What follows belongs to an exercise in optimizing a design on an open flow for small area; a production flow would make more cautious choices. RTL that was checked went through simulation tests only; none was proved equivalent to the original. Power is estimated from default activity; no workload was simulated.

== the reference run ==
==> flow/design.v <==
`timescale 1ns/1ps
module ddr2_ctrl
  (
   input         clk,
   input         rst,
   input  [2:0]  af_cmd,
   input  [30:0] af_addr,
   input         af_empty,
   input         phy_init_done,
   output        ctrl_ref_flag,
   output        ctrl_af_rden,
   output        ctrl_wren,
   output        ctrl_rden,
   output [12:0] ctrl_addr,
   output [1:0]  ctrl_ba,
   output        ctrl_ras_n,
   output        ctrl_cas_n,
   output        ctrl_we_n,
   output [0:0]  ctrl_cs_n
   );
  localparam [3:0] S_IDLE = 4'b0000;
  localparam [3:0] S_ARW  = 4'b0001;    
  localparam [3:0] S_PW   = 4'b0010;    
  localparam [3:0] S_AW   = 4'b0011;    
  localparam [3:0] S_WW   = 4'b0100;    
  localparam [3:0] S_RW   = 4'b0101;    
  localparam [3:0] S_PW1  = 4'b0110;    
  localparam [3:0] S_AR   = 4'b1001;    
  localparam [3:0] S_PRE  = 4'b1010;    
  localparam [3:0] S_ACT  = 4'b1011;    
  localparam [3:0] S_BW   = 4'b1100;    
  localparam [3:0] S_BR   = 4'b1101;    
  reg [3:0] state_r;
  reg [3:0] next_state;
  wire is_cmd  = state_r[3];
  wire is_bst  = state_r[3] & state_r[2];                   
  wire is_bw   = is_bst & ~state_r[0];
  wire is_br   = is_bst &  state_r[0];
  wire is_ar   = state_r[3] & ~state_r[2] & ~state_r[1];
  wire is_pre  = state_r[3] & ~state_r[2] & state_r[1] & ~state_r[0];
  wire is_act  = state_r[3] & ~state_r[2] & state_r[1] &  state_r[0];
  wire is_arw  = (state_r == S_ARW);
  reg ras_n_r, cas_n_r, we_n_r;    
  reg rst_r, rst_r1, cs_n_r;
  always @(posedge clk) begin
    rst_r  <= rst;
    rst_r1 <= rst_r;
    cs_n_r <= rst_r1;
  end
  reg phy_init_done_r;
  always @(posedge clk)
    phy_init_done_r <= phy_init_done;
  localparam [11:0] REF_S0 = 12'd2756;
  localparam [11:0] REF_F  = 12'd708;
  localparam [11:0] REF_H  = 12'd354;
  reg  [11:0] ref_cnt;
  wire        ref_flag = (ref_cnt == REF_F);
  wire        ref_hold = (ref_cnt == REF_H);
  wire [11:0] ref_nxt  = {ref_cnt[10:0],
                          ~(ref_cnt[11] ^ ref_cnt[5] ^ ref_cnt[3] ^ ref_cnt[0]) ^ ref_flag};
  always @(posedge clk) begin
    if (rst_r1 & cs_n_r & ~ref_hold)
      ref_cnt <= REF_S0;
    else
      ref_cnt <= ref_nxt;
  end
  reg auto_ref_r;
  always @(posedge clk) begin
    if (rst_r1)
      auto_ref_r <= 1'b0;
    else if (ref_flag)
      auto_ref_r <= 1'b1;
    else if (is_ar)
      auto_ref_r <= 1'b0;
  end
  reg [5:0] wait_cnt;
  always @(posedge clk) begin
    if (is_ar)
      wait_cnt <= 6'd32;
    else if (is_act)
      wait_cnt <= 6'd10;
    else if (is_pre)
      wait_cnt <= 6'd3;
    else if (is_bw)
      wait_cnt <= 6'd8;
    else if (is_br)
      wait_cnt <= {wait_cnt[5:1], wait_cnt[0] | wait_ok};    
    else if (wait_cnt != 6'd0)
      wait_cnt <= wait_cnt - 6'd1;
  end
  wire wait_ok   = (wait_cnt == 6'd0);
  wire rcd_ok    = ~wait_cnt[3] | (wait_cnt[2:0] == 3'd0);   
  wire first_arw = is_arw & wait_cnt[5];    
  reg [2:0] ta_cnt;
  reg       last_wr;
  always @(posedge clk) begin
    if (rst_r1)
      ta_cnt <= 3'd0;
    else if (is_bw)
      ta_cnt <= 3'd7;
    else if (is_br)
      ta_cnt <= 3'd4;
    else if (ta_cnt != 3'd0)
      ta_cnt <= ta_cnt - 3'd1;
  end
  always @(posedge clk) begin
    if (is_bw)
      last_wr <= 1'b1;
    else if (is_br)
      last_wr <= 1'b0;
  end
  wire ta_zero    = (ta_cnt == 3'd0);
  wire wr_to_rd_ok = ~last_wr | ta_zero;
  wire rd_to_wr_ok =  last_wr | ta_zero;
  wire r1_bw      =  last_wr & (ta_cnt == 3'd7);    
  wire r1_br      = ~last_wr & ta_cnt[2];           
  wire sm_rden_r  = r1_bw | r1_br;
  assign ctrl_wren =  last_wr & ta_cnt[2] & ta_cnt[1];
  assign ctrl_rden = ~last_wr & (ta_cnt[2] | (ta_cnt[1] & ta_cnt[0]));
  wire sm_rden = is_bst;
  reg  rd_af_flag_r, ctrl_af_rden_r;
  reg  af_valid_r, af_valid_r1, af_valid_r2;
  reg  [1:0]  bank1, bank2;
  reg  [12:0] row1;
  reg  [9:0]  col1;
  reg         rd1, rd2;        
  reg         bank_conflict_r;
  assign ctrl_af_rden = sm_rden | rd_af_flag_r;
  always @(posedge clk) begin
    if (rst_r1)
      rd_af_flag_r <= 1'b0;
    else if (ctrl_af_rden_r | (rd_af_flag_r & (af_valid_r | af_valid_r1)))
      rd_af_flag_r <= 1'b0;
    else if (~af_valid_r1 | ~af_valid_r)
      rd_af_flag_r <= 1'b1;
  end
  always @(posedge clk)
    ctrl_af_rden_r <= ctrl_af_rden & ~af_empty;
  always @(posedge clk) begin
    if (rst_r1)
      af_valid_r <= 1'b0;
    else if (ctrl_af_rden_r | sm_rden_r | ~af_valid_r1 | ~af_valid_r2)
      af_valid_r <= ctrl_af_rden_r;
  end
  wire en1 = ~af_valid_r1 | sm_rden_r | ~af_valid_r2;
  always @(posedge clk) begin
    if (rst_r1) begin
      af_valid_r1 <= 1'b0;
      bank1       <= 2'b00;
    end else if (en1) begin
      af_valid_r1 <= af_valid_r;
      bank1       <= af_addr[24:23];
    end
    if (en1) begin
      row1 <= af_addr[22:10];
      col1 <= af_addr[9:0];
      rd1  <= af_cmd[0];
    end
  end
  wire en2 = sm_rden | ~af_valid_r2;
  always @(posedge clk) begin
    if (rst_r1)
      af_valid_r2 <= 1'b0;
    else if (en2)
      af_valid_r2 <= af_valid_r1;
  end
  reg  [3:0]  bank_open;
  reg  [1:0]  mru0, mru1, mru2;
  reg  [12:0] open_row [0:3];
  reg         row_conflict_r;
  wire        all_open = &bank_open;
  wire        cmd_act = ~ras_n_r & cas_n_r & we_n_r;
  reg  [1:0]  row_bank;    
  wire [1:0]  bank1_nxt = rst_r1 ? 2'b00 : en1 ? af_addr[24:23] : bank1;
  always @(posedge clk)
    row_bank <= is_act ? bank2 : bank1_nxt;
  wire [12:0] row_sel = open_row[row_bank];
  always @(posedge clk)
    if (en2 & af_valid_r1)
      open_row[bank1] <= row1;
  wire [1:0]  lru_bank = all_open ? (mru0 ^ mru1 ^ mru2) : 2'b00;
  always @(posedge clk) begin
    if (en2) begin
      bank2 <= bank1;
      row_conflict_r <= (row_sel != row1);
      rd2   <= rd1;
      bank_conflict_r <= ~bank_open[bank1];
    end
  end
  reg [9:0] col_r;
  always @(posedge clk)
    if (~af_valid_r2 | sm_rden_r)
      col_r <= col1;
  wire act_upd = is_act & ~rst_r1;
  wire hit0 = (mru0 == bank2);
  wire hit1 = (mru1 == bank2);
  always @(posedge clk) begin
    if (first_arw)
      bank_open <= 4'b0000;
    else if (act_upd)
      bank_open[bank2] <= 1'b1;
    if (act_upd) begin
      mru0 <= bank2;
      if (~hit0)
        mru1 <= mru0;
      if (~hit0 & ~hit1)
        mru2 <= mru1;
    end
  end
  always @(posedge clk) begin
    if (rst_r1)
      state_r <= S_IDLE;
    else
      state_r <= next_state;
  end
  wire is_ww_rw  = (state_r[3:1] == 3'b010);
  wire req_ready = af_valid_r2 & ~bank_conflict_r & ~row_conflict_r;
  wire go_pre = wait_ok & (auto_ref_r | (is_ww_rw & af_valid_r2 & ~bank_conflict_r & row_conflict_r));
  wire go_act = ~auto_ref_r & (((state_r == S_PW) & wait_ok) |
                               (is_arw & wait_ok & af_valid_r2) |
                               (is_ww_rw & af_valid_r2 & bank_conflict_r));
  wire go_bst = ~auto_ref_r & (((state_r == S_AW) & rcd_ok) | (is_ww_rw & req_ready));
  wire go_bw  = go_bst & ~rd2 & rd_to_wr_ok;
  wire go_br  = go_bst &  rd2 & wr_to_rd_ok;
  always @(*) begin
    case (state_r)
      S_IDLE: next_state = phy_init_done_r ? S_AR : S_IDLE;
      S_PRE:  next_state = auto_ref_r ? S_PW1 : S_PW;
      S_PW1:  next_state = wait_ok ? S_AR : S_PW1;
      S_AR, S_ACT, S_BW, S_BR:
              next_state = {1'b0, state_r[2:0]};    
      default:
        next_state = go_pre ? S_PRE : go_act ? S_ACT : go_bw ? S_BW :
                     go_br ? S_BR : state_r;
    endcase
  end
  always @(posedge clk) begin
    ras_n_r <= ~is_cmd | state_r[2];
    cas_n_r <= ~is_cmd | state_r[1];
    we_n_r  <= ~is_cmd | state_r[0];
  end
  reg        a10_r;
  reg [1:0]  ba_r;
  always @(posedge clk) begin
    a10_r <= is_pre & auto_ref_r;
    if (is_pre & bank_conflict_r)
      ba_r <= lru_bank;
    else
      ba_r <= bank2;
  end
  assign ctrl_addr[12:11] = row_sel[12:11] & {2{cmd_act}};
  assign ctrl_addr[10]    = (row_sel[10] & cmd_act) | a10_r;
  assign ctrl_addr[9:0]   = (row_sel[9:0] & {10{cmd_act}}) | (col_r & {10{ras_n_r}});
  assign ctrl_ref_flag = ref_flag;
  assign ctrl_ba    = ba_r;
  assign ctrl_ras_n = ras_n_r;
  assign ctrl_cas_n = cas_n_r;
  assign ctrl_we_n  = we_n_r;
  assign ctrl_cs_n  = cs_n_r;
endmodule
`timescale 1ns/1ps
module ddr2_ctrl_top (
  input         clk,
  input         rst,
  input  [2:0]  af_cmd,
  input  [30:0] af_addr,
  input         af_empty,
  input         phy_init_done,
  output        ctrl_ref_flag,
  output        ctrl_af_rden,
  output        ctrl_wren,
  output        ctrl_rden,
  output [12:0] ctrl_addr,
  output [1:0]  ctrl_ba,
  output        ctrl_ras_n,
  output        ctrl_cas_n,
  output        ctrl_we_n,
  output [0:0]  ctrl_cs_n
);
  ddr2_ctrl u_ctrl (
    .clk           (clk),
    .rst           (rst),
    .af_cmd        (af_cmd),
    .af_addr       (af_addr),
    .af_empty      (af_empty),
    .phy_init_done (phy_init_done),
    .ctrl_ref_flag (ctrl_ref_flag),
    .ctrl_af_rden  (ctrl_af_rden),
    .ctrl_wren     (ctrl_wren),
    .ctrl_rden     (ctrl_rden),
    .ctrl_addr     (ctrl_addr),
    .ctrl_ba       (ctrl_ba),
    .ctrl_ras_n    (ctrl_ras_n),
    .ctrl_cas_n    (ctrl_cas_n),
    .ctrl_we_n     (ctrl_we_n),
    .ctrl_cs_n     (ctrl_cs_n)
  );
endmodule
export LEC_CHECK = 0
export CAP_MARGIN = 0
export CORE_MARGIN = 2
export CORE_UTILIZATION = 70
export GPL_TIMING_DRIVEN = 0
export PLACE_DENSITY = 0.8
export SLEW_MARGIN = 0
create_clock -name core_clock -period 5.0 [get_ports {clk}]
standard.sh (not shown) runs the stock make flow with config.mk's settings and CLKGATE_MAP_FILE= SYNTH_SCRIPT=/design/flow/synth_recipe.tcl, a recipe that flattens the netlist after the stock synthesis.
==> flow/flow/run.sh <==
#!/bin/bash
# Standard ORFS layout with two changes: ports are buffered with buf_1, and
# CTS inserts no dummy loads and uses small clock buffers. Each tool's output
# goes to a log file here.
set -euo pipefail
export BUFFER_PORTS_ARGS="-buffer_cell sky130_fd_sc_hd__buf_1"
export REMOVE_ABC_BUFFERS=1
export CTS_ARGS="-sink_clustering_enable -repair_clock_nets -dont_use_dummy_load -buf_list sky130_fd_sc_hd__clkbuf_8"
bash standard.sh > standard.log 2>&1
The reference run reached the final stage; the timing, DRC and antenna checks on its layout passed.
### the reference run -> the trial run
diff --git a/flow/design.v b/flow/design.v
--- a/flow/design.v
+++ b/flow/design.v
@@ -19,14 +19,14 @@
    output [0:0]  ctrl_cs_n
    );
   localparam [3:0] S_IDLE = 4'b0000;
   localparam [3:0] S_ARW  = 4'b0001;    
   localparam [3:0] S_PW   = 4'b0010;    
-  localparam [3:0] S_AW   = 4'b0011;    
-  localparam [3:0] S_WW   = 4'b0100;    
-  localparam [3:0] S_RW   = 4'b0101;    
-  localparam [3:0] S_PW1  = 4'b0110;    
+  localparam [3:0] S_PW1  = 4'b0011;    
+  localparam [3:0] S_AW   = 4'b0100;    
+  localparam [3:0] S_WW   = 4'b0110;    
+  localparam [3:0] S_RW   = 4'b0111;    
   localparam [3:0] S_AR   = 4'b1001;    
   localparam [3:0] S_PRE  = 4'b1010;    
   localparam [3:0] S_ACT  = 4'b1011;    
   localparam [3:0] S_BW   = 4'b1100;    
   localparam [3:0] S_BR   = 4'b1101;    
@@ -48,21 +48,20 @@
     cs_n_r <= rst_r1;
   end
   reg phy_init_done_r;
   always @(posedge clk)
     phy_init_done_r <= phy_init_done;
-  localparam [11:0] REF_S0 = 12'd2756;
-  localparam [11:0] REF_F  = 12'd708;
-  localparam [11:0] REF_H  = 12'd354;
   reg  [11:0] ref_cnt;
-  wire        ref_flag = (ref_cnt == REF_F);
-  wire        ref_hold = (ref_cnt == REF_H);
   wire [11:0] ref_nxt  = {ref_cnt[10:0],
-                          ~(ref_cnt[11] ^ ref_cnt[5] ^ ref_cnt[3] ^ ref_cnt[0]) ^ ref_flag};
-  always @(posedge clk) begin
-    if (rst_r1 & cs_n_r & ~ref_hold)
-      ref_cnt <= REF_S0;
+                          ~(ref_cnt[11] ^ ref_cnt[5] ^ ref_cnt[3] ^ ref_cnt[0])};
+  wire        ref_flag = (ref_cnt == 12'd1968);
+  wire        ref_near = (ref_cnt == 12'd2540) | (ref_cnt == 12'd984);
+  always @(posedge clk) begin
+    if (rst_r1 & ~ref_near)
+      ref_cnt <= 12'd0;
+    else if (~rst_r1 & ref_flag)
+      ref_cnt <= 12'd1;
     else
       ref_cnt <= ref_nxt;
   end
   reg auto_ref_r;
   always @(posedge clk) begin
@@ -211,11 +210,11 @@
     if (rst_r1)
       state_r <= S_IDLE;
     else
       state_r <= next_state;
   end
-  wire is_ww_rw  = (state_r[3:1] == 3'b010);
+  wire is_ww_rw  = (state_r[3:1] == 3'b011);
   wire req_ready = af_valid_r2 & ~bank_conflict_r & ~row_conflict_r;
   wire go_pre = wait_ok & (auto_ref_r | (is_ww_rw & af_valid_r2 & ~bank_conflict_r & row_conflict_r));
   wire go_act = ~auto_ref_r & (((state_r == S_PW) & wait_ok) |
                                (is_arw & wait_ok & af_valid_r2) |
                                (is_ww_rw & af_valid_r2 & bank_conflict_r));
@@ -225,12 +224,14 @@
   always @(*) begin
     case (state_r)
       S_IDLE: next_state = phy_init_done_r ? S_AR : S_IDLE;
       S_PRE:  next_state = auto_ref_r ? S_PW1 : S_PW;
       S_PW1:  next_state = wait_ok ? S_AR : S_PW1;
-      S_AR, S_ACT, S_BW, S_BR:
-              next_state = {1'b0, state_r[2:0]};    
+      S_AR:   next_state = S_ARW;
+      S_ACT:  next_state = S_AW;
+      S_BW:   next_state = S_WW;
+      S_BR:   next_state = S_RW;
       default:
         next_state = go_pre ? S_PRE : go_act ? S_ACT : go_bw ? S_BW :
                      go_br ? S_BR : state_r;
     endcase
   end
Notes after the runs:
On clock power share: the trial run sits above the reference run.
Diff the reference run -> the trial run | cell count | decrease of 1.7%
The reference run → the trial run: horizontal die dimension lost about 0.4%; register-to-register slack shows an increase of 0.23 ns; net count reported at finish decreased 10.
The run showing the greater cell depth of the worst setup path is the reference run.
When the trial run is measured against the reference run, its met3 routing resource usage after global routing turns out 1.5 points lower.
For power, dividing the value from the reference run by the value from the trial run gives 1.07.
The trial run vs the reference run, weighted congestion at the end of routability-driven global placement went up by 1.3%.
Worst setup slack (lower): the trial run
Compared the trial run vs the reference run, and met1 demand-to-capacity share in global routing is down in the trial run.
The RTL of the reference run was laid out without a check of its function.

## port drivers added, routing unchanged
The results above use ideal ports. As a check the final layouts listed here were re-extracted and re-timed, cells and wires unchanged.
Step 1 assumes that a clkbuf_16 drives the clock port and a buf_2 every other input.
Step 2 adds t to the input delays and takes it off the output delays; t is the mean of the earliest and latest rising clock arrival at the registers after step 1. Input paths then give back, and output paths get back, about the clock's delay inside the block.
a / b / c = ideal ports / drivers / drivers and shift; a / b = the first two.
| run | shift t [ns] | setup WS [ns] | cell pins on the clock port's net |
|---|---|---|---|
| the reference run | 0.461 | 1.635 / 1.611 / 1.635 | 1 |
| the trial run | 0.446 | 1.630 / 1.600 / 1.874 | 1 |
After both steps setup and hold are still met in every run listed.
